Background: an optimization exercise with open tools, aiming at small area. Do not read the settings as production practice. At most, simulation tests tie the RTL to the original design; equivalence was not proved. The clock port is modelled as an ideal driver; clocking choices that lean on that would not hold on a real chip. Power and IR drop assume default switching activity.

before:
==> flow/design.v <==
module uart_receiver
(
    input            clock,
    input            reset_n,
    input            rx,
    output reg [3:0] nib,
    output           is_r,
    output           byte_ready
);
    reg rx_sync1, rx_sync, prev_rx_sync;
    always @(posedge clock or negedge reset_n)
        if (!reset_n) begin
            rx_sync1     <= 1'b1;
            rx_sync      <= 1'b1;
            prev_rx_sync <= 1'b1;
        end else begin
            rx_sync1     <= rx;
            rx_sync      <= rx_sync1;
            prev_rx_sync <= rx_sync;
        end
    wire start_bit_edge = prev_rx_sync & !rx_sync;
    reg [3:0]  st;
    reg [12:0] cnt;
    reg        hi_r;
wire [12:0] cnt_x  = cnt ^ 13'h1555;
wire [12:0] cnt_nx = {cnt_x[11:0], ~(cnt_x[12]^cnt_x[3]^cnt_x[2]^cnt_x[0])} ^ 13'h1555;
    wire idle  = (st == 4'd0);
    wire done  = (cnt == 13'h37c);
    wire load  = idle & start_bit_edge;
    wire shift = !idle & !byte_ready & done;
    assign byte_ready = (st == 4'd9);
    assign is_r = hi_r & (nib == 4'h2);
    always @(posedge clock or negedge reset_n)
        if (!reset_n)
            st <= 4'd0;
        else if (byte_ready)
            st <= 4'd0;
        else if (load | shift)
            st <= st + 4'd1;
    always @(posedge clock) begin
        if (load)
            cnt <= 13'h0;
        else if (done)
            cnt <= 13'h719;
        else
            cnt <= cnt_nx;
        if (shift & (st <= 4'd4))
            nib <= {rx, nib[3:1]};
        if (shift & (st >= 4'd5))
            hi_r <= (hi_r | (st == 4'd5)) & (rx == st[0]);
    end
endmodule
module sonn
(
    input         clock,
    input         reset_n,
    input         rx,
    output [15:0] hword
);
wire [3:0] nib;
wire       is_r;
wire       byte_ready;
reg  [1:0]  count2;
reg  [7:0]  digits;    
reg         wload;     
reg  [11:0] hw;
always @(posedge clock)
    if (!reset_n) begin
        count2 <= 2'd0;
        wload  <= 1'b0;
        hw     <= 12'd0;
    end else begin
        wload <= byte_ready & (count2 == 2'd3);
        if (wload)
            hw <= {digits, nib};
        if (byte_ready)
            case (count2)
                2'd0: if (is_r) count2 <= 2'd1;
                2'd1: count2 <= 2'd2;
                2'd2: count2 <= 2'd3;
                2'd3: count2 <= 2'd0;
            endcase
    end
always @(posedge clock)
    if (byte_ready) begin
        if (count2 == 2'd1) digits[7:4] <= nib;
        if (count2 == 2'd2) digits[3:0] <= nib;
    end
assign hword = {4'b0000, hw};
uart_receiver uart(.clock(clock), .reset_n(reset_n), .rx(rx),
                   .nib(nib), .is_r(is_r), .byte_ready(byte_ready));
endmodule
module note(clk, reset_n, noteout);
input clk, reset_n;
output reg noteout;
reg [14:0] cnt;
wire [14:0] cnt_x  = cnt ^ 15'h5555;
wire [14:0] cnt_nx = {cnt_x[13:0], ~(cnt_x[14]^cnt_x[13])} ^ 15'h5555;
always @(posedge clk)
    if (!reset_n) begin
        noteout <= 1'b0;
        cnt     <= 15'h0;
    end else if (cnt == 15'h41aa) begin
        cnt     <= 15'h0;
        noteout <= ~noteout;
    end else
        cnt <= cnt_nx;
endmodule
module buzz(clk, reset_n, en, tim, tone);
input clk, reset_n, en;
input [1:0] tim;
output reg tone;
wire noteout;
note note1(.clk(clk), .reset_n(reset_n), .noteout(noteout));
reg [1:0]  tim_r;
reg [19:0] lo;
reg        lo_z, lo_o;
reg [5:0]  hi;
reg        ene;
wire [19:0] lo_x  = lo ^ 20'h55555;
wire [19:0] lo_nx = {lo_x[18:0], ~(lo_x[19]^lo_x[16])} ^ 20'h55555;
reg [5:0] hon, hoff;
always @*
    case (tim_r)
        2'd0: begin hon = 6'd5;  hoff = 6'd12; end
        2'd1: begin hon = 6'd10; hoff = 6'd20; end
        2'd2: begin hon = 6'd25; hoff = 6'd35; end
        default: begin hon = 6'd50; hoff = 6'd60; end
    endcase
wire lo_wrap = (lo == 20'h41653);
wire restart = (lo_z & (hi == hoff)) | (lo_o & (hi == 6'd60));
wire lo_clr  = restart | lo_wrap;
always @(posedge clk) begin
    tim_r <= tim;
    lo_o  <= lo_z;
    if (!reset_n) begin
        lo   <= 20'h0;
        lo_z <= 1'b1;
        hi   <= 6'd0;
        ene  <= 1'b0;
    end else begin
        lo_z <= lo_clr;
        lo   <= lo_clr ? 20'h0 : lo_nx;
        hi   <= restart ? 6'd0 : hi + {5'd0, lo_wrap};
        if (restart)
            ene <= 1'b0;
        else if (lo_z & (hi == hon))
            ene <= 1'b1;
    end
end
always @(posedge clk)
    tone <= en & noteout & ene;
endmodule
module sonic(clk, trig, reset_n, en, echo, out);
input clk, echo, reset_n, en;
output reg trig;
output [23:0] out;
reg [21:0] cp;
wire [21:0] cp_x  = cp ^ 22'h155555;
wire [21:0] cp_nx = {cp_x[20:0], ~(cp_x[21]^cp_x[20])} ^ 22'h155555;
reg [11:0] r;
reg [9:0]  q;
reg [9:0]  oq;
wire [11:0] r_x  = r ^ 12'h0;
wire [11:0] r_nx = {r_x[10:0], ~(r_x[11]^r_x[5]^r_x[3]^r_x[0])} ^ 12'h0;
wire rwrap = (r == 12'h8a6);
wire qsat  = q[9] & q[8];
wire wend = (cp == 22'h1afe2e);
always @(posedge clk)
    if (!reset_n) begin
        cp   <= 22'h0;
        trig <= 1'b0;
        r    <= 12'h0;
        q    <= 10'd0;
        oq   <= 10'd0;
    end else if (en) begin
        cp <= wend ? 22'h0 : cp_nx;
        if (cp == 22'h3fffff)
            trig <= 1'b1;
        if (cp == 22'h932ab)
            trig <= 1'b0;
        if (wend) begin
            oq <= q;
            r  <= 12'h0;
            q  <= 10'd0;
        end else if (echo) begin
            r <= rwrap ? 12'h0 : r_nx;
            if ((q == 10'd620) & (r == 12'hd15))
                q <= 10'h3ff;
            else if (rwrap & !qsat)
                q <= q + 10'd1;
        end
    end
assign out = {12'd0, {2{oq[9] & oq[8]}}, oq};
endmodule
module usonic_top
(
    input         clk,
    input         reset_n,
    input         rx,         
    input         echo,       
    input  [ 3:0] control,    
    output [15:0] hword,      
    output [23:0] usonic,     
    output        trig,       
    output        tone        
);
sonn sonna
(
 .clock   ( clk     ),
 .reset_n ( reset_n ),
 .rx      ( rx      ),
 .hword   ( hword   )
);
buzz buzz
(
 .clk     ( clk          ),
 .reset_n ( reset_n      ),
 .en      ( control[0]   ),
 .tim     ( control[2:1] ),
 .tone    ( tone         )
);
sonic sonica
(
 .clk     ( clk        ),
 .trig    ( trig       ),
 .reset_n ( reset_n    ),
 .en      ( control[3] ),
 .echo    ( echo       ),
 .out     ( usonic     )
);
endmodule
==> flow/config.mk <==
export PLATFORM = sky130hd
export DESIGN_NAME = usonic_top
export DESIGN_NICKNAME = usonic_top
export VERILOG_FILES = /design/flow/design.v
export SDC_FILE = /design/flow/constraint.sdc
export NUM_CORES = 4
export LEC_CHECK = 0
export CAP_MARGIN = 20
export CORE_MARGIN = 2
export CORE_UTILIZATION = 70
export SLEW_MARGIN = 20
==> flow/constraint.sdc <==
create_clock -name core_clock -period 20.0 [get_ports {clk}]
set_input_delay 4.0000 -clock core_clock [delete_from_list [all_inputs] [get_ports {clk}]]
set_output_delay 4.0000 -clock core_clock [all_outputs]
set_load 0.01 [all_outputs]
standard.sh (not shown) runs the stock make flow with config.mk's settings and CLKGATE_MAP_FILE= SYNTH_SCRIPT=/design/flow/synth_recipe.tcl, a recipe that flattens the netlist after the stock synthesis.
==> flow/flow/run.sh <==
#!/bin/bash
# Own layout flow: the standard flow (standard.sh) with
#  - synthesis as standard, but ABC maps the logic with flow/abc_map.script
#    (area-oriented) and no separate half-adder mapping (ADDER_MAP_FILE
#    empty); registers are mapped before ABC, so they are unchanged;
#  - port buffers made of the smallest buffer cell, one tie cell for all
#    constant outputs;
#  - clock tree of clkbuf_4 without dummy loads; flow/post_cts.tcl then swaps
#    the clock buffers whose flip-flops see a slow clock edge for clkbuf_8.
# Each step's output goes to its own log file here.
set -euo pipefail
HERE=$PWD
rm -rf "$HERE/scripts_abc"
cp -r "$FLOW_HOME/scripts" "$HERE/scripts_abc"
cp "$HERE/flow/abc_map.script" "$HERE/scripts_abc/abc_speed.script"
bash standard.sh "SCRIPTS_DIR=$HERE/scripts_abc" "ADDER_MAP_FILE=" synth > "$HERE/log_synth.log" 2>&1
bash standard.sh \
  "BUFFER_PORTS_ARGS=-buffer_cell sky130_fd_sc_hd__buf_1" \
  "SKIP_REPAIR_TIE_FANOUT=1" \
  "CTS_ARGS=-sink_clustering_enable -repair_clock_nets -dont_use_dummy_load -buf_list sky130_fd_sc_hd__clkbuf_4" \
  "POST_CTS_TCL=$HERE/flow/post_cts.tcl" \
  finish > "$HERE/log_layout.log" 2>&1
Other scripts of this flow, unchanged in this note and not shown: flow/flow/abc_map.script, flow/flow/post_cts.tcl
For after, these inputs were changed with respect to before:
-- flow/design.v --
<<< before, line 116
reg [19:0] lo;
reg        lo_z, lo_o;
reg [5:0]  hi;
reg        ene;
wire [19:0] lo_x  = lo ^ 20'h55555;
wire [19:0] lo_nx = {lo_x[18:0], ~(lo_x[19]^lo_x[16])} ^ 20'h55555;
reg [5:0] hon, hoff;
always @*
    case (tim_r)
        2'd0: begin hon = 6'd5;  hoff = 6'd12; end
        2'd1: begin hon = 6'd10; hoff = 6'd20; end
        2'd2: begin hon = 6'd25; hoff = 6'd35; end
        default: begin hon = 6'd50; hoff = 6'd60; end
    endcase
wire lo_wrap = (lo == 20'h41653);
wire restart = (lo_z & (hi == hoff)) | (lo_o & (hi == 6'd60));
wire lo_clr  = restart | lo_wrap;
always @(posedge clk) begin
>>> after, line 116
reg [19:0] lo;
reg        lo_z, lo_o;
reg [5:0]  hi;          
reg        ene;
wire [19:0] lo_x  = lo ^ 20'h55555;
wire [19:0] lo_nx = {lo_x[18:0], ~(lo_x[19]^lo_x[16])} ^ 20'h55555;
wire [5:0] hi_x  = hi ^ 6'h0;
wire [5:0] hi_nx = {hi_x[4:0], ~(hi_x[5]^hi_x[4])} ^ 6'h0;
reg [5:0] hon, hoff;
always @*
    case (tim_r)
        2'd0: begin hon = 6'h1f;  hoff = 6'h3c; end
        2'd1: begin hon = 6'h2f; hoff = 6'h2b; end
        2'd2: begin hon = 6'h21; hoff = 6'h6; end
        default: begin hon = 6'h13; hoff = 6'h28; end
    endcase
wire lo_wrap = (lo == 20'h41653);
wire restart = (lo_z & (hi == hoff)) | (lo_o & (hi == 6'h28));
wire lo_clr  = restart | lo_wrap;
always @(posedge clk) begin
<<< before, line 137
        lo   <= 20'h0;
        lo_z <= 1'b1;
        hi   <= 6'd0;
        ene  <= 1'b0;
    end else begin
        lo_z <= lo_clr;
        lo   <= lo_clr ? 20'h0 : lo_nx;
        hi   <= restart ? 6'd0 : hi + {5'd0, lo_wrap};
        if (restart)
            ene <= 1'b0;
>>> after, line 139
        lo   <= 20'h0;
        lo_z <= 1'b1;
        hi   <= 6'h0;
        ene  <= 1'b0;
    end else begin
        lo_z <= lo_clr;
        lo   <= lo_clr ? 20'h0 : lo_nx;
        hi   <= restart ? 6'h0 : lo_wrap ? hi_nx : hi;
        if (restart)
            ene <= 1'b0;
<<< before, line 154
module sonic(clk, trig, reset_n, en, echo, out);
input clk, echo, reset_n, en;
output reg trig;
output [23:0] out;
reg [21:0] cp;
wire [21:0] cp_x  = cp ^ 22'h155555;
wire [21:0] cp_nx = {cp_x[20:0], ~(cp_x[21]^cp_x[20])} ^ 22'h155555;
reg [11:0] r;
reg [9:0]  q;
>>> after, line 156
module sonic(clk, trig, reset_n, en, echo, out);
input clk, echo, reset_n, en;
output trig;
output [23:0] out;
reg [8:0] lo;
reg [12:0] hi;
wire [8:0] lo_x  = lo ^ 9'h155;
wire [8:0] lo_nx = {lo_x[7:0], ~(lo_x[8]^lo_x[4])} ^ 9'h155;
wire [12:0] hi_x  = hi ^ 13'h1555;
wire [12:0] hi_nx = {hi_x[11:0], ~(hi_x[12]^hi_x[3]^hi_x[2]^hi_x[0])} ^ 13'h1555;
reg [11:0] r;
reg [9:0]  q;
<<< before, line 166
wire rwrap = (r == 12'h8a6);
wire qsat  = q[9] & q[8];
wire wend = (cp == 22'h1afe2e);
always @(posedge clk)
    if (!reset_n) begin
        cp   <= 22'h0;
        trig <= 1'b0;
        r    <= 12'h0;
        q    <= 10'd0;
        oq   <= 10'd0;
    end else if (en) begin
        cp <= wend ? 22'h0 : cp_nx;
        if (cp == 22'h3fffff)
            trig <= 1'b1;
        if (cp == 22'h932ab)
            trig <= 1'b0;
        if (wend) begin
            oq <= q;
>>> after, line 171
wire rwrap = (r == 12'h8a6);
wire qsat  = q[9] & q[8];
wire ev   = (lo == 9'h1c1);
wire wend = ev & (hi == 13'h481);
assign trig = (hi == 13'h1fff);
always @(posedge clk)
    if (!reset_n) begin
        lo   <= 9'h1f;
        hi   <= 13'h0;
        r    <= 12'h0;
        q    <= 10'd0;
        oq   <= 10'd0;
    end else if (en) begin
        lo <= wend ? 9'h1f : ev ? 9'h0 : lo_nx;
        if (ev)
            hi <= wend ? 13'h0 : hi_nx;
        if (wend) begin
            oq <= q;
==> summary.txt <==
Delta (after minus before): layout inverter count without the clock tree fell 1; global-route track usage on met1 rose 0.91 points.
after was carried through to the last stage, and its layout satisfied the timing, design-rule and antenna checks.
Min logic depth of the worst path, buffers included across after and before: after
Of after and before, the run reporting the higher sum of buffers and inverters on the critical path was before.
The sequential share of layout area number comes out lower for after vs before.
The power was comparable across after and before.
Comparing after with before, the maximum clock frequency came out essentially unchanged.
Compared with before, after shows a count of multi-input gates that is about 1.5% lower.
Only the layout flow was run in after; the RTL was not checked for function there.

-- separate check: timing with driven ports --
Ports are ideal in the flow. The routed layouts listed here were re-timed in OpenROAD.
Step 1, drivers: a clkbuf_16 drives clk and a buf_2 each remaining input, both assumed.
Step 2 times the ports against the registers' clock, not the clock port: input delays grow and output delays shrink by t, the midpoint of the rising clock arrivals with the driver on.
Three values: no drivers, after step 1, after step 2; two values: the first two.
run | t (ns) | setup WS [ns] | clock arrival spread, ns
before | 0.530 | 13.768 / 13.777 / 13.247 | 0.029 / 0.029
after | 0.538 | 13.755 / 13.759 / 13.220 | 0.027 / 0.027
After both steps every run listed still meets setup and hold. The setup slack of after, which loses most, moves by +0.004 ns with the drivers and by -0.535 ns with both steps.
